Context: an optimization exercise on an open-source flow, tuned for small area. The choices shown serve that exercise and are no tape-out recipe. RTL that was checked went through simulation tests only; none was proved equivalent to the original. For run 2, only the layout was checked, not whether the RTL still works. Power and IR drop assume default switching activity.

==> flow/design.v, too long to show whole: its modules and the start of the top module <==
// module FIR: 873 lines
// module fa: 4 lines
// module mx: 3 lines
// module mx1: 3 lines
// module ha: 4 lines
module FIR(
	input				clk,
	input				rst_n,
	input				clk_en,
	input  [15:0]	filter_in,
	output [15:0]	filter_out
);
  // ...
==> flow/flow/run.sh <==
#!/bin/bash
# Layout: the standard ORFS flow (standard.sh), with two changes passed to ORFS
# through its own variables:
#  - the ports are buffered with the smallest buffer (buf_1) instead of the flow's default;
#  - clock tree synthesis uses clkbuf_8 buffers and inserts no dummy loads.
# The full output of the flow goes to flow.log in this folder; ORFS keeps each step's log
# under orfs/logs/.
set -euo pipefail
export BUFFER_PORTS_ARGS="-buffer_cell sky130_fd_sc_hd__buf_1"
export CTS_ARGS="-sink_clustering_enable -repair_clock_nets -buf_list sky130_fd_sc_hd__clkbuf_8 -dont_use_dummy_load"
bash standard.sh > flow.log 2>&1
==> flow/standard.sh <==
#!/bin/bash
# synth_recipe.tcl (not shown) runs the flow's synth.tcl, then flattens the netlist and writes it again
# the make line also repeats each setting of config.mk as NAME=value (left out here)
make -C /OpenROAD-flow-scripts/flow DESIGN_CONFIG=/design/flow/config.mk WORK_HOME=/design/flow/orfs CLKGATE_MAP_FILE= SYNTH_SCRIPT=/design/flow/synth_recipe.tcl "${@:-finish}"
==> flow/config.mk <==
export PLATFORM = sky130hd
export DESIGN_NAME = FIR
export DESIGN_NICKNAME = FIR
export VERILOG_FILES = /design/flow/design.v
export SDC_FILE = /design/flow/constraint.sdc
export NUM_CORES = 4
export LEC_CHECK = 0
export CAP_MARGIN = 20
export CORE_MARGIN = 2
export CORE_UTILIZATION = 40
export SLEW_MARGIN = 20
export SYNTH_HIERARCHICAL = 1
==> flow/constraint.sdc <==
create_clock -name core_clock -period 6.0 [get_ports {clk}]
set_input_delay 1.2000 -clock core_clock [delete_from_list [all_inputs] [get_ports {clk}]]
set_output_delay 1.2000 -clock core_clock [all_outputs]
set_load 0.01 [all_outputs]
==> summary.txt, run 1 <==
DRT
-----------------------------------------------------------------------------------------------------------------
Detailed-route vias per instance                                                                             5.56
Met1 routed wirelength after detailed routing                                                            13700 um
Highest layer used for signal routing                                                                        met4
Met2 routed wirelength                                                                                   15300 um
Met3 routed wirelength                                                                                     846 um
Wirelength per Cell                                                                                       20.7 um

TIMING
-----------------------------------------------------------------------------------------------------------------
Headroom to the max-slew limit                                                                              27.7%
Post-route worst setup slack                                                                             0.268 ns
Transition time at the pin with the least slew margin                                                     1.09 ns
Final count of negative-setup-slack endpoints                                                                   0
Final Max Tran Viols                                                                                            0
Unrepaired setup endpoints after global routing                                                                no

GLOBAL ROUTING
-----------------------------------------------------------------------------------------------------------------
Global routing met1 resource utilization                                                                    25.5%
Met3 Use GR                                                                                                 3.06%
Antenna violations before repair                                                                                0

FLOORPLANNING
-----------------------------------------------------------------------------------------------------------------
Initial Util                                                                                                40.7%
Width of the die                                                                                           183 um

FINAL LAYOUT
-----------------------------------------------------------------------------------------------------------------
Sequential cell count                                                                                         196
Dominant kind of cell                                                                                multi-input combinational cells
Final standard cell utilization of the core                                                                 44.7%
Non-filler instance count after layout                                                                       1469
Clock network area share                                                                                    1.66%
Count of clock-net buffers in the final layout                                                                 17

LOGIC SYNTHESIS
-----------------------------------------------------------------------------------------------------------------
Xor/xnor cell area share of the yosys netlist                                                               2.86%
Compound-gate portion of the synthesized area                                                               18.3%
Arithmetic-cell share of the synthesized area counting full adders, half adders and majority gates          42.7%
Fraction of registers with async set or reset after synthesis                                               8.67%

PLACE
-----------------------------------------------------------------------------------------------------------------
Instance count after placement with tap cells included                                                       1448
Final weighted congestion in routability-driven placement                                                   0.877
Post-DP HPWL                                                                                             23700 um

MIN PATH
-----------------------------------------------------------------------------------------------------------------
Worst hold path class                                                                                  reg -> reg

CRITICAL PATH
-----------------------------------------------------------------------------------------------------------------
Instance count on the critical path                                                                            18
Worst reg2reg path startpoint                                                                        d4[1]$_DFF_P_

PWR
-----------------------------------------------------------------------------------------------------------------
Group drawing the most power                                                                         sequential cells
Max rail drop VDD                                                                                      0.000164 V
Int Power                                                                                                 2.13 mW
Register share of total power                                                                               45.9%

OUTCOME
-----------------------------------------------------------------------------------------------------------------
Outcome                                                                                  timing/DRC/antenna clean

==> run 2, diff against run 1 <==
--- a/flow/design.v
+++ b/flow/design.v
@@ -2,17 +2,17 @@
 module FIR(
 	input				clk,
 	input				rst_n,
 	input				clk_en,
 	input  [15:0]	filter_in,
 	output [15:0]	filter_out
 );
 reg [15:0] d0, d1, d2, d3, d4, d5, d6, d7, d8;
-reg [34:0] R;
+reg [40:0] R;
 reg [15:0] out;
 reg clr;    
 always @(posedge clk or negedge rst_n) begin
 	if (!rst_n) clr <= 1'b1;
 	else        clr <= 1'b0;
 end
 wire ld   = clk_en & ~clr;
 wire hold = ~clk_en & ~clr;
@@ -437,222 +437,223 @@
 wire s596, c597; fa us596 (.a(c511), .b(s552), .c(c551), .s(s596), .co(c597));
 wire s598, c599; fa us598 (.a(p2_x332), .b(p1_x234), .c(c553), .s(s598), .co(c599));
 wire s600, c601; ha us600 (.a(s554), .b(p1_x217), .s(s600), .co(c601));
 wire s602, c603; fa us602 (.a(c555), .b(s556), .c(c601), .s(s602), .co(c603));
 wire s604, c605; fa us604 (.a(c557), .b(s558), .c(c603), .s(s604), .co(c605));
 wire s606, c607; fa us606 (.a(c559), .b(s560), .c(c605), .s(s606), .co(c607));
 wire s608, c609; fa us608 (.a(c561), .b(s562), .c(c607), .s(s608), .co(c609));
 wire s610, c611; fa us610 (.a(c563), .b(s564), .c(c609), .s(s610), .co(c611));
-wire s612, c613; fa us612 (.a(c565), .b(s566), .c(c611), .s(s612), .co(c613));
-wire s614, c615; ha us614 (.a(c569), .b(s570), .s(s614), .co(c615));
-wire s616, c617; fa us616 (.a(c571), .b(s572), .c(c615), .s(s616), .co(c617));
-wire s618, c619; fa us618 (.a(c573), .b(s574), .c(c617), .s(s618), .co(c619));
-wire s620, c621; ha us620 (.a(c577), .b(s578), .s(s620), .co(c621));
-wire s622, c623; fa us622 (.a(c579), .b(s580), .c(c621), .s(s622), .co(c623));
-wire s624, c625; ha us624 (.a(c583), .b(s584), .s(s624), .co(c625));
-wire s626, c627; fa us626 (.a(c585), .b(s586), .c(c625), .s(s626), .co(c627));
-wire s628, c629; ha us628 (.a(c589), .b(s590), .s(s628), .co(c629));
-wire s630, c631; fa us630 (.a(c591), .b(s592), .c(c629), .s(s630), .co(c631));
-wire s632, c633; ha us632 (.a(c595), .b(s596), .s(s632), .co(c633));
-wire s634, c635; fa us634 (.a(c597), .b(s598), .c(c633), .s(s634), .co(c635));
-wire s636, c637; fa us636 (.a(c599), .b(p2_x333), .c(c635), .s(s636), .co(c637));
-wire s638, c639; fa us638 (.a(R[7]), .b(R[8]), .c(R[9]), .s(s638), .co(c639));
-wire s640, c641; ha us640 (.a(R[10]), .b(d2[8]), .s(s640), .co(c641));
-wire s642, c643; ha us642 (.a(R[11]), .b(d2[9]), .s(s642), .co(c643));
-wire s644, c645; ha us644 (.a(R[12]), .b(d2[10]), .s(s644), .co(c645));
-wire s646, c647; fa us646 (.a(R[13]), .b(R[14]), .c(R[15]), .s(s646), .co(c647));
-wire s648, c649; ha us648 (.a(d2[11]), .b(d2[9]), .s(s648), .co(c649));
-wire s650, c651; fa us650 (.a(R[16]), .b(d2[12]), .c(d2[10]), .s(s650), .co(c651));
-wire s652, c653; ha us652 (.a(R[17]), .b(d2[13]), .s(s652), .co(c653));
-wire s654, c655; fa us654 (.a(R[18]), .b(R[19]), .c(R[20]), .s(s654), .co(c655));
-wire s656, c657; ha us656 (.a(d2[14]), .b(d2[12]), .s(s656), .co(c657));
-wire s658, c659; fa us658 (.a(R[21]), .b(d2[15]), .c(d2[13]), .s(s658), .co(c659));
-wire s660, c661; ha us660 (.a(R[2]), .b(d2[2]), .s(s660), .co(c661));
-wire s662, c663; fa us662 (.a(R[3]), .b(d2[3]), .c(d2[1]), .s(s662), .co(c663));
-wire s664, c665; fa us664 (.a(R[4]), .b(d2[4]), .c(d2[2]), .s(s664), .co(c665));
-wire s666, c667; fa us666 (.a(R[5]), .b(d2[5]), .c(d2[3]), .s(s666), .co(c667));
-wire s668, c669; fa us668 (.a(R[6]), .b(d2[6]), .c(d2[4]), .s(s668), .co(c669));
-wire s670, c671; fa us670 (.a(d2[7]), .b(d2[5]), .c(d8[7]), .s(s670), .co(c671));
-wire s672, c673; ha us672 (.a(d8[5]), .b(d5[0]), .s(s672), .co(c673));
-wire s674, c675; fa us674 (.a(d2[6]), .b(d8[8]), .c(d8[6]), .s(s674), .co(c675));
-wire s676, c677; fa us676 (.a(d5[1]), .b(s640), .c(c639), .s(s676), .co(c677));
-wire s678, c679; fa us678 (.a(d2[7]), .b(d8[9]), .c(d8[7]), .s(s678), .co(c679));
-wire s680, c681; fa us680 (.a(d5[2]), .b(c641), .c(s642), .s(s680), .co(c681));
-wire s682, c683; fa us682 (.a(d2[8]), .b(d8[10]), .c(d8[8]), .s(s682), .co(c683));
-wire s684, c685; fa us684 (.a(d5[3]), .b(c643), .c(s644), .s(s684), .co(c685));
-wire s686, c687; fa us686 (.a(d8[11]), .b(d8[9]), .c(d5[4]), .s(s686), .co(c687));
-wire s688, c689; fa us688 (.a(c645), .b(s648), .c(s646), .s(s688), .co(c689));
-wire s690, c691; fa us690 (.a(d8[12]), .b(d8[10]), .c(d5[5]), .s(s690), .co(c691));
-wire s692, c693; fa us692 (.a(c649), .b(c647), .c(s650), .s(s692), .co(c693));
-wire s694, c695; fa us694 (.a(d2[11]), .b(d8[13]), .c(d8[11]), .s(s694), .co(c695));
-wire s696, c697; fa us696 (.a(d5[6]), .b(s652), .c(c651), .s(s696), .co(c697));
-wire s698, c699; fa us698 (.a(d8[14]), .b(d8[12]), .c(d5[7]), .s(s698), .co(c699));
-wire s700, c701; fa us700 (.a(c653), .b(s656), .c(s654), .s(s700), .co(c701));
-wire s702, c703; fa us702 (.a(d8[15]), .b(d8[13]), .c(d5[8]), .s(s702), .co(c703));
-wire s704, c705; fa us704 (.a(c657), .b(c655), .c(s658), .s(s704), .co(c705));
-wire s706, c707; fa us706 (.a(R[22]), .b(d2[14]), .c(d8[14]), .s(s706), .co(c707));
-wire s708, c709; ha us708 (.a(d5[9]), .b(c659), .s(s708), .co(c709));
-wire s710, c711; fa us710 (.a(R[23]), .b(R[24]), .c(R[25]), .s(s710), .co(c711));
-wire s712, c713; fa us712 (.a(d2[15]), .b(d8[15]), .c(d5[10]), .s(s712), .co(c713));
-wire s714 = ~R[26];
-wire c715 = R[26];
-wire s716 = ~R[28];
-wire c717 = R[28];
+wire s612, c613; ha us612 (.a(c567), .b(s568), .s(s612), .co(c613));
+wire s614, c615; fa us614 (.a(c569), .b(s570), .c(c613), .s(s614), .co(c615));
+wire s616, c617; ha us616 (.a(c595), .b(s596), .s(s616), .co(c617));
+wire s618, c619; fa us618 (.a(c597), .b(s598), .c(c617), .s(s618), .co(c619));
+wire s620, c621; ha us620 (.a(R[6]), .b(R[7]), .s(s620), .co(c621));
+wire s622, c623; ha us622 (.a(R[9]), .b(d2[7]), .s(s622), .co(c623));
+wire s624, c625; ha us624 (.a(R[10]), .b(d2[8]), .s(s624), .co(c625));
+wire s626, c627; fa us626 (.a(R[11]), .b(R[12]), .c(R[13]), .s(s626), .co(c627));
+wire s628, c629; ha us628 (.a(d2[9]), .b(d2[7]), .s(s628), .co(c629));
+wire s630, c631; fa us630 (.a(R[14]), .b(R[15]), .c(d2[10]), .s(s630), .co(c631));
+wire s632, c633; ha us632 (.a(d2[8]), .b(d8[10]), .s(s632), .co(c633));
+wire s634, c635; fa us634 (.a(R[16]), .b(R[17]), .c(d2[11]), .s(s634), .co(c635));
+wire s636, c637; ha us636 (.a(d2[9]), .b(d8[11]), .s(s636), .co(c637));
+wire s638, c639; fa us638 (.a(R[18]), .b(R[19]), .c(d2[12]), .s(s638), .co(c639));
+wire s640, c641; ha us640 (.a(d2[10]), .b(d8[12]), .s(s640), .co(c641));
+wire s642, c643; fa us642 (.a(R[20]), .b(R[21]), .c(d2[13]), .s(s642), .co(c643));
+wire s644, c645; ha us644 (.a(d2[11]), .b(d8[13]), .s(s644), .co(c645));
+wire s646, c647; fa us646 (.a(R[22]), .b(R[23]), .c(d2[14]), .s(s646), .co(c647));
+wire s648, c649; ha us648 (.a(d2[12]), .b(d8[14]), .s(s648), .co(c649));
+wire s650, c651; fa us650 (.a(R[24]), .b(R[25]), .c(d2[15]), .s(s650), .co(c651));
+wire s652, c653; ha us652 (.a(d2[13]), .b(d8[15]), .s(s652), .co(c653));
+wire s654, c655; ha us654 (.a(R[26]), .b(R[27]), .s(s654), .co(c655));
+wire s656, c657; ha us656 (.a(R[2]), .b(d2[2]), .s(s656), .co(c657));
+wire s658, c659; fa us658 (.a(R[3]), .b(d2[3]), .c(d2[1]), .s(s658), .co(c659));
+wire s660, c661; fa us660 (.a(R[4]), .b(d2[4]), .c(d2[2]), .s(s660), .co(c661));
+wire s662, c663; fa us662 (.a(R[5]), .b(d2[5]), .c(d2[3]), .s(s662), .co(c663));
+wire s664, c665; fa us664 (.a(R[8]), .b(d2[6]), .c(d2[4]), .s(s664), .co(c665));
+wire s666, c667; ha us666 (.a(d8[6]), .b(d8[4]), .s(s666), .co(c667));
+wire s668, c669; fa us668 (.a(d2[5]), .b(d8[7]), .c(d8[5]), .s(s668), .co(c669));
+wire s670, c671; fa us670 (.a(d5[0]), .b(c621), .c(s622), .s(s670), .co(c671));
+wire s672, c673; fa us672 (.a(d2[6]), .b(d8[8]), .c(d8[6]), .s(s672), .co(c673));
+wire s674, c675; fa us674 (.a(d5[1]), .b(c623), .c(s624), .s(s674), .co(c675));
+wire s676, c677; fa us676 (.a(d8[9]), .b(d8[7]), .c(d5[2]), .s(s676), .co(c677));
+wire s678, c679; fa us678 (.a(c625), .b(s628), .c(s626), .s(s678), .co(c679));
+wire s680, c681; fa us680 (.a(d8[8]), .b(d5[3]), .c(c629), .s(s680), .co(c681));
+wire s682, c683; fa us682 (.a(s632), .b(c627), .c(s630), .s(s682), .co(c683));
+wire s684, c685; fa us684 (.a(d8[9]), .b(d5[4]), .c(c633), .s(s684), .co(c685));
+wire s686, c687; fa us686 (.a(s636), .b(c631), .c(s634), .s(s686), .co(c687));
+wire s688, c689; fa us688 (.a(d8[10]), .b(d5[5]), .c(c637), .s(s688), .co(c689));
+wire s690, c691; fa us690 (.a(s640), .b(c635), .c(s638), .s(s690), .co(c691));
+wire s692, c693; fa us692 (.a(d8[11]), .b(d5[6]), .c(c641), .s(s692), .co(c693));
+wire s694, c695; fa us694 (.a(s644), .b(c639), .c(s642), .s(s694), .co(c695));
+wire s696, c697; fa us696 (.a(d8[12]), .b(d5[7]), .c(c645), .s(s696), .co(c697));
+wire s698, c699; fa us698 (.a(s648), .b(c643), .c(s646), .s(s698), .co(c699));
+wire s700, c701; fa us700 (.a(d8[13]), .b(d5[8]), .c(c649), .s(s700), .co(c701));
+wire s702, c703; fa us702 (.a(s652), .b(c647), .c(s650), .s(s702), .co(c703));
+wire s704, c705; fa us704 (.a(d2[14]), .b(d8[14]), .c(d5[9]), .s(s704), .co(c705));
+wire s706, c707; fa us706 (.a(c653), .b(s654), .c(c651), .s(s706), .co(c707));
+wire s708, c709; fa us708 (.a(R[28]), .b(R[29]), .c(d2[15]), .s(s708), .co(c709));
+wire s710, c711; fa us710 (.a(d8[15]), .b(d5[10]), .c(c655), .s(s710), .co(c711));
+wire s712 = ~(R[30] ^ R[31]);
+wire c713 = R[30] | R[31];
+wire s714 = ~R[32];
+wire c715 = R[32];
+wire s716 = ~R[34];
+wire c717 = R[34];
 wire s718 = ~R[1];
 wire c719 = R[1];
 wire s720, c721; fa us720 (.a(d2[0]), .b(d8[2]), .c(d8[0]), .s(s720), .co(c721));
-wire s722, c723; fa us722 (.a(d8[3]), .b(d8[1]), .c(c661), .s(s722), .co(c723));
-wire s724, c725; fa us724 (.a(d8[4]), .b(d8[2]), .c(c663), .s(s724), .co(c725));
-wire s726, c727; fa us726 (.a(d8[5]), .b(d8[3]), .c(c665), .s(s726), .co(c727));
-wire s728, c729; fa us728 (.a(d8[6]), .b(d8[4]), .c(c667), .s(s728), .co(c729));
-wire s730, c731; fa us730 (.a(s672), .b(c669), .c(s670), .s(s730), .co(c731));
-wire s732, c733; fa us732 (.a(c673), .b(c671), .c(s674), .s(s732), .co(c733));
-wire s734, c735; fa us734 (.a(c675), .b(s678), .c(s680), .s(s734), .co(c735));
-wire s736, c737; fa us736 (.a(c679), .b(s682), .c(c681), .s(s736), .co(c737));
-wire s738, c739; fa us738 (.a(c683), .b(s686), .c(c685), .s(s738), .co(c739));
-wire s740, c741; fa us740 (.a(c687), .b(s690), .c(c689), .s(s740), .co(c741));
-wire s742, c743; fa us742 (.a(c691), .b(s694), .c(c693), .s(s742), .co(c743));
-wire s744, c745; fa us744 (.a(c695), .b(s698), .c(c697), .s(s744), .co(c745));
-wire s746, c747; fa us746 (.a(c699), .b(s702), .c(c701), .s(s746), .co(c747));
-wire s748, c749; fa us748 (.a(c703), .b(s706), .c(s708), .s(s748), .co(c749));
-wire s750, c751; fa us750 (.a(c707), .b(s710), .c(s712), .s(s750), .co(c751));
-wire s752, c753; fa us752 (.a(d5[11]), .b(s714), .c(c711), .s(s752), .co(c753));
-wire s754 = ~(R[27] ^ d5[12]);
-wire c755 = R[27] | d5[12];
-wire s756, c757; fa us756 (.a(R[29]), .b(R[30]), .c(d5[13]), .s(s756), .co(c757));
-wire s758 = ~(R[31] ^ d5[14]);
-wire c759 = R[31] | d5[14];
-wire s760 = ~R[32];
-wire c761 = R[32];
-wire s762, c763; ha us762 (.a(R[0]), .b(d2[0]), .s(s762), .co(c763));
-wire s764, c765; fa us764 (.a(d2[1]), .b(d8[1]), .c(s718), .s(s764), .co(c765));
-wire s766, c767; fa us766 (.a(c719), .b(s660), .c(s720), .s(s766), .co(c767));
-wire s768, c769; fa us768 (.a(c721), .b(s662), .c(s722), .s(s768), .co(c769));
-wire s770, c771; fa us770 (.a(s664), .b(c723), .c(s724), .s(s770), .co(c771));
-wire s772, c773; fa us772 (.a(s666), .b(c725), .c(s726), .s(s772), .co(c773));
-wire s774, c775; fa us774 (.a(s668), .b(c727), .c(s728), .s(s774), .co(c775));
-wire s776, c777; fa us776 (.a(s638), .b(c729), .c(s730), .s(s776), .co(c777));
-wire s778, c779; fa us778 (.a(c731), .b(s676), .c(s732), .s(s778), .co(c779));
-wire s780, c781; fa us780 (.a(c677), .b(c733), .c(s734), .s(s780), .co(c781));
-wire s782, c783; fa us782 (.a(s684), .b(s736), .c(c735), .s(s782), .co(c783));
-wire s784, c785; fa us784 (.a(s688), .b(c737), .c(s738), .s(s784), .co(c785));
-wire s786, c787; fa us786 (.a(s692), .b(c739), .c(s740), .s(s786), .co(c787));
-wire s788, c789; fa us788 (.a(s696), .b(c741), .c(s742), .s(s788), .co(c789));
-wire s790, c791; fa us790 (.a(s700), .b(c743), .c(s744), .s(s790), .co(c791));
-wire s792, c793; fa us792 (.a(s704), .b(c745), .c(s746), .s(s792), .co(c793));
-wire s794, c795; fa us794 (.a(c705), .b(s748), .c(c747), .s(s794), .co(c795));
-wire s796, c797; fa us796 (.a(c709), .b(s750), .c(c749), .s(s796), .co(c797));
-wire s798, c799; fa us798 (.a(c713), .b(c751), .c(s752), .s(s798), .co(c799));
-wire s800, c801; fa us800 (.a(c715), .b(s754), .c(c753), .s(s800), .co(c801));
-wire s802, c803; fa us802 (.a(s716), .b(c755), .c(s756), .s(s802), .co(c803));
-wire s804, c805; fa us804 (.a(c717), .b(c757), .c(s758), .s(s804), .co(c805));
-wire s806, c807; fa us806 (.a(d5[15]), .b(s760), .c(c759), .s(s806), .co(c807));
-wire s808 = ~(R[33] ^ c761);
-wire c809 = R[33] | c761;
-wire s810 = ~R[34];
-wire c811 = R[34];
-wire k812 = s762 & d8[0];
-wire k813 = (c763 & s764) | (c763 & k812) | (s764 & k812);
-wire k814 = (c765 & s766) | (c765 & k813) | (s766 & k813);
-wire k815 = (c767 & s768) | (c767 & k814) | (s768 & k814);
-wire k816 = (c769 & s770) | (c769 & k815) | (s770 & k815);
-wire k817 = (c771 & s772) | (c771 & k816) | (s772 & k816);
-wire k818 = (c773 & s774) | (c773 & k817) | (s774 & k817);
-wire k819 = (c775 & s776) | (c775 & k818) | (s776 & k818);
-wire k820 = (c777 & s778) | (c777 & k819) | (s778 & k819);
-wire s821, c822; ha us821 (.a(c779), .b(s780), .s(s821), .co(c822));
+wire s722, c723; fa us722 (.a(d8[3]), .b(d8[1]), .c(c657), .s(s722), .co(c723));
+wire s724, c725; fa us724 (.a(d8[4]), .b(d8[2]), .c(c659), .s(s724), .co(c725));
+wire s726, c727; fa us726 (.a(d8[5]), .b(d8[3]), .c(c661), .s(s726), .co(c727));
+wire s728, c729; fa us728 (.a(s666), .b(s620), .c(c663), .s(s728), .co(c729));
+wire s730, c731; fa us730 (.a(c667), .b(c665), .c(s668), .s(s730), .co(c731));
+wire s732, c733; fa us732 (.a(c669), .b(s672), .c(c671), .s(s732), .co(c733));
+wire s734, c735; fa us734 (.a(c673), .b(s676), .c(c675), .s(s734), .co(c735));
+wire s736, c737; fa us736 (.a(c677), .b(s680), .c(c679), .s(s736), .co(c737));
+wire s738, c739; fa us738 (.a(c681), .b(s684), .c(c683), .s(s738), .co(c739));
+wire s740, c741; fa us740 (.a(c685), .b(s688), .c(c687), .s(s740), .co(c741));
+wire s742, c743; fa us742 (.a(c689), .b(s692), .c(c691), .s(s742), .co(c743));
+wire s744, c745; fa us744 (.a(c693), .b(s696), .c(c695), .s(s744), .co(c745));
+wire s746, c747; fa us746 (.a(c697), .b(s700), .c(c699), .s(s746), .co(c747));
+wire s748, c749; fa us748 (.a(s704), .b(c701), .c(c703), .s(s748), .co(c749));
+wire s750, c751; fa us750 (.a(c705), .b(s708), .c(s710), .s(s750), .co(c751));
+wire s752, c753; fa us752 (.a(d5[11]), .b(c709), .c(s712), .s(s752), .co(c753));
+wire s754, c755; fa us754 (.a(R[33]), .b(d5[12]), .c(s714), .s(s754), .co(c755));
+wire s756, c757; fa us756 (.a(R[35]), .b(d5[13]), .c(c715), .s(s756), .co(c757));
+wire s758 = ~(R[36] ^ d5[14]);
+wire c759 = R[36] | d5[14];
+wire s760 = ~R[37];
+wire c761 = R[37];
+wire s762 = ~(R[38] ^ R[39]);
+wire c763 = R[38] | R[39];
+wire s764, c765; ha us764 (.a(R[0]), .b(d2[0]), .s(s764), .co(c765));
+wire s766, c767; fa us766 (.a(d2[1]), .b(d8[1]), .c(s718), .s(s766), .co(c767));
+wire s768, c769; fa us768 (.a(c719), .b(s656), .c(s720), .s(s768), .co(c769));
+wire s770, c771; fa us770 (.a(c721), .b(s658), .c(s722), .s(s770), .co(c771));
+wire s772, c773; fa us772 (.a(s660), .b(c723), .c(s724), .s(s772), .co(c773));
+wire s774, c775; fa us774 (.a(s662), .b(c725), .c(s726), .s(s774), .co(c775));
+wire s776, c777; fa us776 (.a(s664), .b(c727), .c(s728), .s(s776), .co(c777));
+wire s778, c779; fa us778 (.a(s670), .b(c729), .c(s730), .s(s778), .co(c779));
+wire s780, c781; fa us780 (.a(s674), .b(c731), .c(s732), .s(s780), .co(c781));
+wire s782, c783; fa us782 (.a(s678), .b(c733), .c(s734), .s(s782), .co(c783));
+wire s784, c785; fa us784 (.a(s682), .b(c735), .c(s736), .s(s784), .co(c785));
+wire s786, c787; fa us786 (.a(s686), .b(c737), .c(s738), .s(s786), .co(c787));
+wire s788, c789; fa us788 (.a(s690), .b(c739), .c(s740), .s(s788), .co(c789));
+wire s790, c791; fa us790 (.a(s694), .b(c741), .c(s742), .s(s790), .co(c791));
+wire s792, c793; fa us792 (.a(s698), .b(c743), .c(s744), .s(s792), .co(c793));
+wire s794, c795; fa us794 (.a(s702), .b(c745), .c(s746), .s(s794), .co(c795));
+wire s796, c797; fa us796 (.a(s706), .b(c747), .c(s748), .s(s796), .co(c797));
+wire s798, c799; fa us798 (.a(c707), .b(s750), .c(c749), .s(s798), .co(c799));
+wire s800, c801; fa us800 (.a(c711), .b(s752), .c(c751), .s(s800), .co(c801));
+wire s802, c803; fa us802 (.a(c713), .b(s754), .c(c753), .s(s802), .co(c803));
+wire s804, c805; fa us804 (.a(s716), .b(s756), .c(c755), .s(s804), .co(c805));
+wire s806, c807; fa us806 (.a(c717), .b(s758), .c(c757), .s(s806), .co(c807));
+wire s808, c809; fa us808 (.a(d5[15]), .b(s760), .c(c759), .s(s808), .co(c809));
+wire s810, c811; fa us810 (.a(R[40]), .b(c761), .c(s762), .s(s810), .co(c811));
+wire s812 = ~c763;
+wire c813 = c763;
+wire k814 = s764 & d8[0];
+wire k815 = (c765 & s766) | (c765 & k814) | (s766 & k814);
+wire k816 = (c767 & s768) | (c767 & k815) | (s768 & k815);
+wire k817 = (c769 & s770) | (c769 & k816) | (s770 & k816);
+wire k818 = (c771 & s772) | (c771 & k817) | (s772 & k817);
+wire k819 = (c773 & s774) | (c773 & k818) | (s774 & k818);
+wire k820 = (c775 & s776) | (c775 & k819) | (s776 & k819);
+wire k821 = (c777 & s778) | (c777 & k820) | (s778 & k820);
+wire k822 = (c779 & s780) | (c779 & k821) | (s780 & k821);
 wire s823, c824; ha us823 (.a(c781), .b(s782), .s(s823), .co(c824));
 wire s825, c826; ha us825 (.a(c783), .b(s784), .s(s825), .co(c826));
 wire s827, c828; ha us827 (.a(c785), .b(s786), .s(s827), .co(c828));
 wire s829, c830; ha us829 (.a(c787), .b(s788), .s(s829), .co(c830));
 wire s831, c832; ha us831 (.a(c789), .b(s790), .s(s831), .co(c832));
 wire s833, c834; ha us833 (.a(c791), .b(s792), .s(s833), .co(c834));
 wire s835, c836; ha us835 (.a(c793), .b(s794), .s(s835), .co(c836));
 wire s837, c838; ha us837 (.a(c795), .b(s796), .s(s837), .co(c838));
 wire s839, c840; ha us839 (.a(c797), .b(s798), .s(s839), .co(c840));
 wire s841, c842; ha us841 (.a(c799), .b(s800), .s(s841), .co(c842));
 wire s843, c844; ha us843 (.a(c801), .b(s802), .s(s843), .co(c844));
 wire s845, c846; ha us845 (.a(c803), .b(s804), .s(s845), .co(c846));
 wire s847, c848; ha us847 (.a(c805), .b(s806), .s(s847), .co(c848));
 wire s849, c850; ha us849 (.a(c807), .b(s808), .s(s849), .co(c850));
 wire s851, c852; ha us851 (.a(c809), .b(s810), .s(s851), .co(c852));
-wire s853, c854; ha us853 (.a(c811), .b(1'b1), .s(s853), .co(c854));
-wire Sag855 = c822 | (s821 & k820);
-wire Sag856 = c824 | (s823 & Sag855);
-wire Sag857 = c828 | (s827 & c826);
-wire Sap858 = s827 & s825;
-wire Sag859 = c832 | (s831 & c830);
-wire Sap860 = s831 & s829;
-wire Sag861 = c836 | (s835 & c834);
-wire Sap862 = s835 & s833;
-wire Sag863 = c840 | (s839 & c838);
-wire Sap864 = s839 & s837;
-wire Sag865 = c844 | (s843 & c842);
-wire Sap866 = s843 & s841;
-wire Sag867 = c848 | (s847 & c846);
-wire Sap868 = s847 & s845;
-wire Sag869 = c852 | (s851 & c850);
-wire Sap870 = s851 & s849;
-wire Sag871 = 1'b0 | (1'b1 & c854);
-wire Sap872 = 1'b1 & s853;
-wire Sag873 = c826 | (s825 & Sag856);
-wire Sag874 = Sag857 | (Sap858 & Sag856);
-wire Sag875 = c834 | (s833 & Sag859);
-wire Sap876 = s833 & Sap860;
-wire Sag877 = Sag861 | (Sap862 & Sag859);
-wire Sap878 = Sap862 & Sap860;
-wire Sag879 = c842 | (s841 & Sag863);
-wire Sap880 = s841 & Sap864;
-wire Sag881 = Sag865 | (Sap866 & Sag863);
-wire Sap882 = Sap866 & Sap864;
-wire Sag883 = c850 | (s849 & Sag867);
-wire Sap884 = s849 & Sap868;
-wire Sag885 = Sag869 | (Sap870 & Sag867);
-wire Sap886 = Sap870 & Sap868;
-wire Sag887 = c830 | (s829 & Sag874);
-wire Sag888 = Sag859 | (Sap860 & Sag874);
-wire Sag889 = Sag875 | (Sap876 & Sag874);
-wire Sag890 = Sag877 | (Sap878 & Sag874);
-wire Sag891 = c846 | (s845 & Sag881);
-wire Sap892 = s845 & Sap882;
-wire Sag893 = Sag867 | (Sap868 & Sag881);
-wire Sap894 = Sap868 & Sap882;
-wire Sag895 = Sag883 | (Sap884 & Sag881);
-wire Sap896 = Sap884 & Sap882;
-wire Sag897 = Sag885 | (Sap886 & Sag881);
-wire Sap898 = Sap886 & Sap882;
-wire Sag899 = c838 | (s837 & Sag890);
-wire Sag900 = Sag863 | (Sap864 & Sag890);
-wire Sag901 = Sag879 | (Sap880 & Sag890);
-wire Sag902 = Sag881 | (Sap882 & Sag890);
-wire Sag903 = Sag891 | (Sap892 & Sag890);
-wire Sag904 = Sag893 | (Sap894 & Sag890);
-wire Sag905 = Sag895 | (Sap896 & Sag890);
-wire Sag906 = Sag897 | (Sap898 & Sag890);
-wire Sag907 = c854 | (s853 & Sag906);
-wire Sag908 = Sag871 | (Sap872 & Sag906);
-wire Sax909 = s825 ^ Sag856;
-wire Sax910 = s827 ^ Sag873;
-wire Sax911 = s829 ^ Sag874;
-wire Sax912 = s831 ^ Sag887;
-wire Sax913 = s833 ^ Sag888;
-wire Sax914 = s835 ^ Sag889;
-wire Sax915 = s837 ^ Sag890;
-wire Sax916 = s839 ^ Sag899;
-wire Sax917 = s841 ^ Sag900;
-wire Sax918 = s843 ^ Sag901;
-wire Sax919 = s845 ^ Sag902;
-wire Sax920 = s847 ^ Sag903;
-wire Sax921 = s849 ^ Sag904;
-wire Sax922 = s851 ^ Sag905;
-wire Sax923 = s853 ^ Sag906;
-wire Sax924 = 1'b1 ^ Sag907;
-wire [15:0] S = {Sax924, Sax923, Sax922, Sax921, Sax920, Sax919, Sax918, Sax917, Sax916, Sax915, Sax914, Sax913, Sax912, Sax911, Sax910, Sax909};
-wire [34:0] R_in = {c637, s636, s634, s632, c631, s594, c593, s630, s628, c627, s588, c587, s626, s624, c623, s582, c581, s622, s620, c619, s576, c575, s618, s616, s614, c613, s568, c567, s612, s610, s608, s606, s604, s602, s600};
+wire s853, c854; ha us853 (.a(c811), .b(s812), .s(s853), .co(c854));
+wire s855, c856; ha us855 (.a(c813), .b(1'b1), .s(s855), .co(c856));
+wire Sag857 = c824 | (s823 & k822);
+wire Sag858 = c826 | (s825 & Sag857);
+wire Sag859 = c830 | (s829 & c828);
+wire Sap860 = s829 & s827;
+wire Sag861 = c834 | (s833 & c832);
+wire Sap862 = s833 & s831;
+wire Sag863 = c838 | (s837 & c836);
+wire Sap864 = s837 & s835;
+wire Sag865 = c842 | (s841 & c840);
+wire Sap866 = s841 & s839;
+wire Sag867 = c846 | (s845 & c844);
+wire Sap868 = s845 & s843;
+wire Sag869 = c850 | (s849 & c848);
+wire Sap870 = s849 & s847;
+wire Sag871 = c854 | (s853 & c852);
+wire Sap872 = s853 & s851;
+wire Sag873 = 1'b0 | (1'b1 & c856);
+wire Sap874 = 1'b1 & s855;
+wire Sag875 = c828 | (s827 & Sag858);
+wire Sag876 = Sag859 | (Sap860 & Sag858);
+wire Sag877 = c836 | (s835 & Sag861);
+wire Sap878 = s835 & Sap862;
+wire Sag879 = Sag863 | (Sap864 & Sag861);
+wire Sap880 = Sap864 & Sap862;
+wire Sag881 = c844 | (s843 & Sag865);
+wire Sap882 = s843 & Sap866;
+wire Sag883 = Sag867 | (Sap868 & Sag865);
+wire Sap884 = Sap868 & Sap866;
+wire Sag885 = c852 | (s851 & Sag869);
+wire Sap886 = s851 & Sap870;
+wire Sag887 = Sag871 | (Sap872 & Sag869);
+wire Sap888 = Sap872 & Sap870;
+wire Sag889 = c832 | (s831 & Sag876);
+wire Sag890 = Sag861 | (Sap862 & Sag876);
+wire Sag891 = Sag877 | (Sap878 & Sag876);
+wire Sag892 = Sag879 | (Sap880 & Sag876);
+wire Sag893 = c848 | (s847 & Sag883);
+wire Sap894 = s847 & Sap884;
+wire Sag895 = Sag869 | (Sap870 & Sag883);
+wire Sap896 = Sap870 & Sap884;
+wire Sag897 = Sag885 | (Sap886 & Sag883);
+wire Sap898 = Sap886 & Sap884;
+wire Sag899 = Sag887 | (Sap888 & Sag883);
+wire Sap900 = Sap888 & Sap884;
+wire Sag901 = c840 | (s839 & Sag892);
+wire Sag902 = Sag865 | (Sap866 & Sag892);
+wire Sag903 = Sag881 | (Sap882 & Sag892);
+wire Sag904 = Sag883 | (Sap884 & Sag892);
+wire Sag905 = Sag893 | (Sap894 & Sag892);
+wire Sag906 = Sag895 | (Sap896 & Sag892);
+wire Sag907 = Sag897 | (Sap898 & Sag892);
+wire Sag908 = Sag899 | (Sap900 & Sag892);
+wire Sag909 = c856 | (s855 & Sag908);
+wire Sag910 = Sag873 | (Sap874 & Sag908);
+wire Sax911 = s827 ^ Sag858;
+wire Sax912 = s829 ^ Sag875;
+wire Sax913 = s831 ^ Sag876;
+wire Sax914 = s833 ^ Sag889;
+wire Sax915 = s835 ^ Sag890;
+wire Sax916 = s837 ^ Sag891;
+wire Sax917 = s839 ^ Sag892;
+wire Sax918 = s841 ^ Sag901;
+wire Sax919 = s843 ^ Sag902;
+wire Sax920 = s845 ^ Sag903;
+wire Sax921 = s847 ^ Sag904;
+wire Sax922 = s849 ^ Sag905;
+wire Sax923 = s851 ^ Sag906;
+wire Sax924 = s853 ^ Sag907;
+wire Sax925 = s855 ^ Sag908;
+wire Sax926 = 1'b1 ^ Sag909;
+wire [15:0] S = {Sax926, Sax925, Sax924, Sax923, Sax922, Sax921, Sax920, Sax919, Sax918, Sax917, Sax916, Sax915, Sax914, Sax913, Sax912, Sax911};
+wire [40:0] R_in = {c619, p2_x333, c599, s618, s616, s594, c593, s592, c591, s590, c589, s588, c587, s586, c585, s584, c583, s582, c581, s580, c579, s578, c577, s576, c575, s574, c573, c615, s572, c571, s614, s612, c611, s566, c565, s610, s608, s606, s604, s602, s600};
 wire [15:0] d1_n;
 mx md1_n0 (.s1(ld), .a(d0[0]), .s0(hold), .b(d1[0]), .y(d1_n[0]));
 mx md1_n1 (.s1(ld), .a(d0[1]), .s0(hold), .b(d1[1]), .y(d1_n[1]));
 mx md1_n2 (.s1(ld), .a(d0[2]), .s0(hold), .b(d1[2]), .y(d1_n[2]));
 mx md1_n3 (.s1(ld), .a(d0[3]), .s0(hold), .b(d1[3]), .y(d1_n[3]));
 mx md1_n4 (.s1(ld), .a(d0[4]), .s0(hold), .b(d1[4]), .y(d1_n[4]));
 mx md1_n5 (.s1(ld), .a(d0[5]), .s0(hold), .b(d1[5]), .y(d1_n[5]));
 mx md1_n6 (.s1(ld), .a(d0[6]), .s0(hold), .b(d1[6]), .y(d1_n[6]));
@@ -796,52 +797,58 @@
 mx md0_n8 (.s1(clk_en), .a(filter_in[8]), .s0(hold), .b(d0[8]), .y(d0_n[8]));
 mx md0_n9 (.s1(clk_en), .a(filter_in[9]), .s0(hold), .b(d0[9]), .y(d0_n[9]));
 mx md0_n10 (.s1(clk_en), .a(filter_in[10]), .s0(hold), .b(d0[10]), .y(d0_n[10]));
 mx md0_n11 (.s1(clk_en), .a(filter_in[11]), .s0(hold), .b(d0[11]), .y(d0_n[11]));
 mx md0_n12 (.s1(clk_en), .a(filter_in[12]), .s0(hold), .b(d0[12]), .y(d0_n[12]));
 mx md0_n13 (.s1(clk_en), .a(filter_in[13]), .s0(hold), .b(d0[13]), .y(d0_n[13]));
 mx md0_n14 (.s1(clk_en), .a(filter_in[14]), .s0(hold), .b(d0[14]), .y(d0_n[14]));
 mx md0_n15 (.s1(clk_en), .a(filter_in[15]), .s0(hold), .b(d0[15]), .y(d0_n[15]));
-wire [34:0] R_n;
+wire [40:0] R_n;
 mx mR_n0 (.s1(ld), .a(R_in[0]), .s0(hold), .b(R[0]), .y(R_n[0]));
 mx1 mR_n1 (.s1(ld), .a(R_in[1]), .s0(hold), .b(R[1]), .c(clr), .y(R_n[1]));
 mx1 mR_n2 (.s1(ld), .a(R_in[2]), .s0(hold), .b(R[2]), .c(clr), .y(R_n[2]));
 mx1 mR_n3 (.s1(ld), .a(R_in[3]), .s0(hold), .b(R[3]), .c(clr), .y(R_n[3]));
 mx1 mR_n4 (.s1(ld), .a(R_in[4]), .s0(hold), .b(R[4]), .c(clr), .y(R_n[4]));
 mx1 mR_n5 (.s1(ld), .a(R_in[5]), .s0(hold), .b(R[5]), .c(clr), .y(R_n[5]));
 mx1 mR_n6 (.s1(ld), .a(R_in[6]), .s0(hold), .b(R[6]), .c(clr), .y(R_n[6]));
 mx mR_n7 (.s1(ld), .a(R_in[7]), .s0(hold), .b(R[7]), .y(R_n[7]));
-mx1 mR_n8 (.s1(ld), .a(R_in[8]), .s0(hold), .b(R[8]), .c(clr), .y(R_n[8]));
-mx mR_n9 (.s1(ld), .a(R_in[9]), .s0(hold), .b(R[9]), .y(R_n[9]));
+mx mR_n8 (.s1(ld), .a(R_in[8]), .s0(hold), .b(R[8]), .y(R_n[8]));
+mx1 mR_n9 (.s1(ld), .a(R_in[9]), .s0(hold), .b(R[9]), .c(clr), .y(R_n[9]));
 mx1 mR_n10 (.s1(ld), .a(R_in[10]), .s0(hold), .b(R[10]), .c(clr), .y(R_n[10]));
-mx1 mR_n11 (.s1(ld), .a(R_in[11]), .s0(hold), .b(R[11]), .c(clr), .y(R_n[11]));
+mx mR_n11 (.s1(ld), .a(R_in[11]), .s0(hold), .b(R[11]), .y(R_n[11]));
 mx1 mR_n12 (.s1(ld), .a(R_in[12]), .s0(hold), .b(R[12]), .c(clr), .y(R_n[12]));
 mx mR_n13 (.s1(ld), .a(R_in[13]), .s0(hold), .b(R[13]), .y(R_n[13]));
-mx1 mR_n14 (.s1(ld), .a(R_in[14]), .s0(hold), .b(R[14]), .c(clr), .y(R_n[14]));
-mx mR_n15 (.s1(ld), .a(R_in[15]), .s0(hold), .b(R[15]), .y(R_n[15]));
-mx1 mR_n16 (.s1(ld), .a(R_in[16]), .s0(hold), .b(R[16]), .c(clr), .y(R_n[16]));
+mx mR_n14 (.s1(ld), .a(R_in[14]), .s0(hold), .b(R[14]), .y(R_n[14]));
+mx1 mR_n15 (.s1(ld), .a(R_in[15]), .s0(hold), .b(R[15]), .c(clr), .y(R_n[15]));
+mx mR_n16 (.s1(ld), .a(R_in[16]), .s0(hold), .b(R[16]), .y(R_n[16]));
 mx1 mR_n17 (.s1(ld), .a(R_in[17]), .s0(hold), .b(R[17]), .c(clr), .y(R_n[17]));
 mx mR_n18 (.s1(ld), .a(R_in[18]), .s0(hold), .b(R[18]), .y(R_n[18]));
 mx1 mR_n19 (.s1(ld), .a(R_in[19]), .s0(hold), .b(R[19]), .c(clr), .y(R_n[19]));
 mx mR_n20 (.s1(ld), .a(R_in[20]), .s0(hold), .b(R[20]), .y(R_n[20]));
 mx1 mR_n21 (.s1(ld), .a(R_in[21]), .s0(hold), .b(R[21]), .c(clr), .y(R_n[21]));
-mx1 mR_n22 (.s1(ld), .a(R_in[22]), .s0(hold), .b(R[22]), .c(clr), .y(R_n[22]));
-mx mR_n23 (.s1(ld), .a(R_in[23]), .s0(hold), .b(R[23]), .y(R_n[23]));
-mx1 mR_n24 (.s1(ld), .a(R_in[24]), .s0(hold), .b(R[24]), .c(clr), .y(R_n[24]));
-mx mR_n25 (.s1(ld), .a(R_in[25]), .s0(hold), .b(R[25]), .y(R_n[25]));
+mx mR_n22 (.s1(ld), .a(R_in[22]), .s0(hold), .b(R[22]), .y(R_n[22]));
+mx1 mR_n23 (.s1(ld), .a(R_in[23]), .s0(hold), .b(R[23]), .c(clr), .y(R_n[23]));
+mx mR_n24 (.s1(ld), .a(R_in[24]), .s0(hold), .b(R[24]), .y(R_n[24]));
+mx1 mR_n25 (.s1(ld), .a(R_in[25]), .s0(hold), .b(R[25]), .c(clr), .y(R_n[25]));
 mx mR_n26 (.s1(ld), .a(R_in[26]), .s0(hold), .b(R[26]), .y(R_n[26]));
-mx mR_n27 (.s1(ld), .a(R_in[27]), .s0(hold), .b(R[27]), .y(R_n[27]));
+mx1 mR_n27 (.s1(ld), .a(R_in[27]), .s0(hold), .b(R[27]), .c(clr), .y(R_n[27]));
 mx mR_n28 (.s1(ld), .a(R_in[28]), .s0(hold), .b(R[28]), .y(R_n[28]));
-mx mR_n29 (.s1(ld), .a(R_in[29]), .s0(hold), .b(R[29]), .y(R_n[29]));
+mx1 mR_n29 (.s1(ld), .a(R_in[29]), .s0(hold), .b(R[29]), .c(clr), .y(R_n[29]));
 mx mR_n30 (.s1(ld), .a(R_in[30]), .s0(hold), .b(R[30]), .y(R_n[30]));
 mx mR_n31 (.s1(ld), .a(R_in[31]), .s0(hold), .b(R[31]), .y(R_n[31]));
 mx mR_n32 (.s1(ld), .a(R_in[32]), .s0(hold), .b(R[32]), .y(R_n[32]));
 mx mR_n33 (.s1(ld), .a(R_in[33]), .s0(hold), .b(R[33]), .y(R_n[33]));
 mx mR_n34 (.s1(ld), .a(R_in[34]), .s0(hold), .b(R[34]), .y(R_n[34]));
+mx mR_n35 (.s1(ld), .a(R_in[35]), .s0(hold), .b(R[35]), .y(R_n[35]));
+mx mR_n36 (.s1(ld), .a(R_in[36]), .s0(hold), .b(R[36]), .y(R_n[36]));
+mx mR_n37 (.s1(ld), .a(R_in[37]), .s0(hold), .b(R[37]), .y(R_n[37]));
+mx mR_n38 (.s1(ld), .a(R_in[38]), .s0(hold), .b(R[38]), .y(R_n[38]));
+mx mR_n39 (.s1(ld), .a(R_in[39]), .s0(hold), .b(R[39]), .y(R_n[39]));
+mx mR_n40 (.s1(ld), .a(R_in[40]), .s0(hold), .b(R[40]), .y(R_n[40]));
 wire [15:0] out_n;
 mx mout_n0 (.s1(ld), .a(S[0]), .s0(nld), .b(out[0]), .y(out_n[0]));
 mx mout_n1 (.s1(ld), .a(S[1]), .s0(nld), .b(out[1]), .y(out_n[1]));
 mx mout_n2 (.s1(ld), .a(S[2]), .s0(nld), .b(out[2]), .y(out_n[2]));
 mx mout_n3 (.s1(ld), .a(S[3]), .s0(nld), .b(out[3]), .y(out_n[3]));
 mx mout_n4 (.s1(ld), .a(S[4]), .s0(nld), .b(out[4]), .y(out_n[4]));
 mx mout_n5 (.s1(ld), .a(S[5]), .s0(nld), .b(out[5]), .y(out_n[5]));
 mx mout_n6 (.s1(ld), .a(S[6]), .s0(nld), .b(out[6]), .y(out_n[6]));
==> run 2 against run 1 <==
Compared with the run above: still clean on timing, DRC and antenna; via count up 0.95%; clock power is 53% higher; first-iteration DRC count is 9.3% higher; count of clock-buffer cells in the layout up 19; global-route usage grew 0.58 points; register-to-register slack improved by 0.34 ns; sequential share of layout area increased by 0.40 points; hold slack lost 0.017 ns; sequential power grew 3%; worst setup slack better by 0.34 ns; critical path type unchanged; largest cell class unchanged.
==> summary.txt, run 2 <==
LOGIC SYNTHESIS
-------------------------------------------------------------------------------------------------
Most used standard cells in the synthesized netlist                                  sky130_fd_sc_hd__fa_1, sky130_fd_sc_hd__dfxtp_1, sky130_fd_sc_hd__a22o_1   unchanged
Mapped Nets                                                                                  1333   was 1319
Number of distinct library cell variants in the gate-level netlist after synthesis             45   unchanged
Share of the synthesized area in the top cell type                                          31.6%   was 32.1%
Number of warnings reported in the yosys synthesis log                                          7   unchanged
Biggest area consumer among synthesized cells                                        sky130_fd_sc_hd__fa_1   unchanged
Most common flop cell mapped by yosys                                                sky130_fd_sc_hd__dfxtp_1   unchanged
Fraction of registers with async set or reset after synthesis                               8.42%   was 8.67%
FF+latch count, synth                                                                         202   was 196
Cells taking the most area after synthesis                                           sky130_fd_sc_hd__fa_1, sky130_fd_sc_hd__dfxtp_1, sky130_fd_sc_hd__a22o_1, sky130_fd_sc_hd__ha_1, sky130_fd_sc_hd__dfrtp_1   unchanged
Netlist Area Pre-Place                                                                  13000 um2   was 12800 um2
Library cell with the highest instance count after synthesis                         sky130_fd_sc_hd__fa_1   unchanged
Syn Inst Count                                                                                998   was 985
Share of the yosys chip area belonging to registers                                         31.7%   was 31.2%
Avg Inst Size Synth                                                                      13.1 um2   was 13.0 um2
Number of synthesized flops with an enable pin                                                  0   unchanged

CLOCK NETWORK
-------------------------------------------------------------------------------------------------
Clock sink total                                                                              202   was 196
Number of gates resized after cts                                                               0   was 1
CTS Buf Count                                                                                  36   was 17
Clock insertion delay at the later pin of the skew report                                 0.54 ns   was 0.48 ns
Depth of the CTS H-tree                                                                         2   was 4
Root buffer cell                                                                     sky130_fd_sc_hd__clkbuf_8   unchanged
Total setup buffers inserted after CTS                                                          0   unchanged
Max Root-Sink Buffers                                                                           3   was 2
Hold_buf cts                                                                                    0   unchanged
Clock input transition at the sequential cells of the worst setup and hold paths          0.06 ns   was 0.09 ns
TritonCTS clock tree                                                                         done   unchanged

FINAL LAYOUT
-------------------------------------------------------------------------------------------------
Sequential cell area                                                                     4130 um2   was 4010 um2
Top reg by flops                                                                                R   unchanged
Final std cell area, no fill                                                            14300 um2   was 14100 um2
Number of flip-flops under the largest register name                                           41   was 35
Final antenna diode count                                                                       0   unchanged
Post-synthesis to final-layout area growth                                                  9.80%   was 9.78%
Leading cell type in the layout, fill and taps excluded                              sky130_fd_sc_hd__fa_1   unchanged
Number of nets in the layout                                                                 1415   was 1403
Filler Cell Count                                                                            3035   was 2954
Most frequent cells in the layout                                                    sky130_fd_sc_hd__fa_1, sky130_fd_sc_hd__dfxtp_1, sky130_fd_sc_hd__a22o_1, sky130_fd_sc_hd__ha_1, sky130_fd_sc_hd__inv_1   was sky130_fd_sc_hd__fa_1, sky130_fd_sc_hd__a22o_1, sky130_fd_sc_hd__dfxtp_1, sky130_fd_sc_hd__ha_1, sky130_fd_sc_hd__inv_1
Layout cells sized above 1                                                                  5.01%   was 7.31%
Area of the multi-input gates                                                            8710 um2   was 8780 um2

PWR
-------------------------------------------------------------------------------------------------
Part of the total power dissipated in the clock network                                     30.0%   was 21.6%
Int Power                                                                                 2.40 mW   was 2.13 mW
Share of total power consumed by net switching                                              31.6%   was 33.6%
Total power divided by cell area                                                       246 nW/um2   was 228 nW/um2
Max rail drop VDD                                                                      0.000154 V   was 0.000164 V
Switching Power                                                                           1.11 mW   was 1.08 mW
Share of power burned in combinational logic                                                26.9%   was 32.4%
Leakage power                                                                             6.61 nW   was 6.51 nW
Register share of total power                                                               43.1%   was 45.9%

TIMING
-------------------------------------------------------------------------------------------------
Headroom to the max-slew limit                                                              31.6%   was 27.7%
Transition time at the pin with the least slew margin                                     1.03 ns   was 1.09 ns
Upper clock frequency limit                                                             0.185 GHz   was 0.174 GHz
Final count of negative-setup-slack endpoints                                                   0   unchanged
Worst clock skew on the final layout                                                    0.0439 ns   was 0.0274 ns
Share of the cycle needed by the critical path after routing                                89.9%   was 95.5%
Final critical path time including I/O delays and setup                                   5.40 ns   was 5.73 ns
Number of hold violations in the final report                                                   0   unchanged
Setup TNS                                                                                    0 ns   unchanged
Unrepaired setup endpoints after global routing                                                no   unchanged
Final Max Tran Viols                                                                            0   unchanged

DRT
-------------------------------------------------------------------------------------------------
First drt pass iteration count                                                                  4   was 6
Count of routing violations after the opening detailed-route iteration                        495   was 453
Wirelength per Cell                                                                       20.6 um   was 20.7 um
Post-detailed-routing wire length                                                        31300 um   was 30400 um
Remaining antenna violation count                                                               0   unchanged
Detailed-route vias per instance                                                             5.43   was 5.56
Via Count                                                                                    8249   was 8171
DRC violation count after routing                                                               0   unchanged

CRITICAL PATH
-------------------------------------------------------------------------------------------------
Total buffers and inverters traversed by the critical path                                      0   unchanged
Delay of the slowest cell on the worst path                                               0.51 ns   was 0.55 ns
Peak fanout along the critical path                                                             6   unchanged
Slowest cell on the critical path                                                    sky130_fd_sc_hd__fa_1   unchanged
Critical Path Start Type                                                                 register   unchanged
Worst Setup End Kind                                                                     register   unchanged
Worst-path cell chain                                                                fa_1, ha_1, ha_1, o211ai_1, a21boi_1, o31a_1, o21ai_1, a31oi_1, o21ai_0, nand2b_1, ha_1, fa_1, fa_1, fa_1, fa_1, a221o_1   was fa_1, ha_1, ha_2, o211ai_1, a21boi_2, o31a_1, o21ai_4, a31oi_4, o21ai_1, nand2b_1, ha_4, fa_1, fa_1, fa_1, fa_1, ha_1, fa_1, a22o_1
Cell seen most often among critical-path stages                                      sky130_fd_sc_hd__fa_1   unchanged
Data arrival time of the worst path                                                       5.81 ns   was 6.09 ns
Data required time at the worst endpoint                                                  6.41 ns   was 6.36 ns
Delay-heaviest family, CP                                                             adder cells   unchanged
Crit Path Class                                                                        reg -> reg   unchanged

FLOORPLANNING
-------------------------------------------------------------------------------------------------
CORE AREA                                                                               32300 um2   was 31600 um2
Y dimension of the die                                                                     184 um   was 183 um
IO Pins                                                                                        35   unchanged
Initial Util                                                                                40.4%   was 40.7%
Full die area                                                                           34000 um2   was 33600 um2
FP Rows                                                                                        66   was 65
Width of the die                                                                           184 um   was 183 um

GLOBAL ROUTING
-------------------------------------------------------------------------------------------------
Antenna violations before repair                                                                0   unchanged
Maximum number of pins on one net before global-route repair                                  138   unchanged
First-pass GRT wire length                                                               51200 um   was 49200 um
Gr ovfl total                                                                                   0   unchanged
Vias in the first global route                                                               9066   was 8823
All-layer global routing usage                                                              19.9%   was 19.3%

OUTCOME
-------------------------------------------------------------------------------------------------
Outcome                                                                  timing/DRC/antenna clean   unchanged

PLACE
-------------------------------------------------------------------------------------------------
Final weighted congestion in routability-driven placement                                   0.888   was 0.877
Port Buf Inserts                                                                               34   unchanged
Placed standard-cell area                                                               13800 um2   was 13700 um2
Post-DP HPWL                                                                             24100 um   was 23700 um

FLOW RUN
-------------------------------------------------------------------------------------------------
Maximum capacitance violations                                                                  0   unchanged

MIN PATH
-------------------------------------------------------------------------------------------------
Worst hold path class                                                                  reg -> reg   unchanged

run 2: power groups by stage:
stage	clock [mW]	sequential (mW)	combinational (mW)
2_1_floorplan	0	1.54	0.666
6_report	1.06	1.51	0.945
3_5_place_dp	0	1.54	0.956
4_1_cts	1.09	1.51	0.963
3_3_place_gp	0	1.54	0.945
5_1_grt	1.15	1.52	1.08
run 2: modules after synthesis, one instance, submodules excluded:
module | times used | cell area (um2) | flip-flops and latches | cells inside
FIR | 1 | 6000 | 202 | 501
fa | 206 | 20.0 | 0 | 1
ha | 90 | 12.5 | 0 | 1
mx1 | 17 | 10.0 | 0 | 1
mx | 184 | 8.76 | 0 | 1
run 2: metrics by stage:
step	utilization [%]	instances	hold slack (ns)	power (mW)	setup WS, ns
after global routing	44.3	1520	0.478	3.76	0.271
after floorplan	-	998	0.439	2.21	0.841
after global placement	42.8	1484	0.452	2.48	0.604
after CTS	44.3	1520	0.454	3.57	0.563
final	44.3	1520	0.457	3.51	0.604
after detailed placement	42.8	1484	0.454	2.50	0.569
run 2: worst register-to-register path, cell delays in order (launching register included):
cell and delay, ns:
sky130_fd_sc_hd__dfxtp_1 0.49, sky130_fd_sc_hd__fa_1 0.45, sky130_fd_sc_hd__ha_1 0.28, sky130_fd_sc_hd__ha_1 0.19, sky130_fd_sc_hd__o211ai_1 0.22, sky130_fd_sc_hd__a21boi_1 0.12, sky130_fd_sc_hd__o31a_1 0.36, sky130_fd_sc_hd__o21ai_1 0.22
sky130_fd_sc_hd__a31oi_1 0.15, sky130_fd_sc_hd__o21ai_0 0.17, sky130_fd_sc_hd__nand2b_1 0.10, sky130_fd_sc_hd__ha_1 0.41, sky130_fd_sc_hd__fa_1 0.48, sky130_fd_sc_hd__fa_1 0.42, sky130_fd_sc_hd__fa_1 0.51, sky130_fd_sc_hd__fa_1 0.41
sky130_fd_sc_hd__a221o_1 0.32
run 2: layout make-up:
type	count	share of cell area [%]
multi-input combinational	744	60.9
sequential	202	28.9
tap	442	3.86
clock buffer	36	3.46
timing repair buffer	44	1.51
inverter	52	1.40
run 2: path summary, 6_finish.rpt:
kind	end	cells after the start	slack [ns]	start
worst max-delay path	R[29]$_DFF_P_	16	0.60	d2[1]$_DFF_P_
worst min-delay path	d8[13]$_DFF_P_	1	0.46	d7[13]$_DFF_P_
worst max register to register	R[29]$_DFF_P_	16	0.60	d2[1]$_DFF_P_
worst min register to register	d8[13]$_DFF_P_	1	0.46	d7[13]$_DFF_P_
max in group asynchronous	out[12]$_DFF_PN0_	1	5.03	rst_n
min in group asynchronous	out[1]$_DFF_PN0_	1	0.60	rst_n
run 2: cells by family (layout without fill, tap and decap cells):
group	after synthesis	after routing	synth area share (%)
XOR/XNOR	42	42	2.82
flip-flops	202	202	31.7
adder cells (fa/ha/maj)	316	316	42.2
other	2	2	0.0576
buffers and inverters	52	132	1.50
AND/OR/NAND/NOR	92	92	3.31
AO/OA/AOI/OAI	292	292	18.4
run 2: routing by layer:
layer | vias to the layer above | share of wire [%] | GRT usage (%)
met5 | - | 0 | 0
met4 | 0 | 2.3 | 5.12
met3 | 54 | 3.7 | 3.04
met2 | 136 | 49 | 34.1
met1 | 4240 | 45 | 26.3
li1 | 3819 | - | -

## afterwards: timing with drivers on the ports
Ports are ideal in the flow. The routed layouts listed here were re-timed in OpenROAD.
Step 1 assumes that a clkbuf_16 drives the clock port and a buf_2 every other input.
Step 2 times the ports against the registers' clock, not the clock port: input delays grow and output delays shrink by t, the midpoint of the rising clock arrivals with the driver on.
a / b / c = ideal / step 1 / step 2; a / b = the first two.
run	t (ns)	setup WS [ns]	worst register clock-pin slew, ns	worst data-port slew with drivers (ns)	cell pins on the clock port's net
run 1	0.508	0.268 / 0.268 / 0.268	0.11 / 0.11	0.03	1
run 2	0.569	0.604 / 0.604 / 0.604	0.06 / 0.06	0.05	1
After both steps every run listed still meets setup and hold.
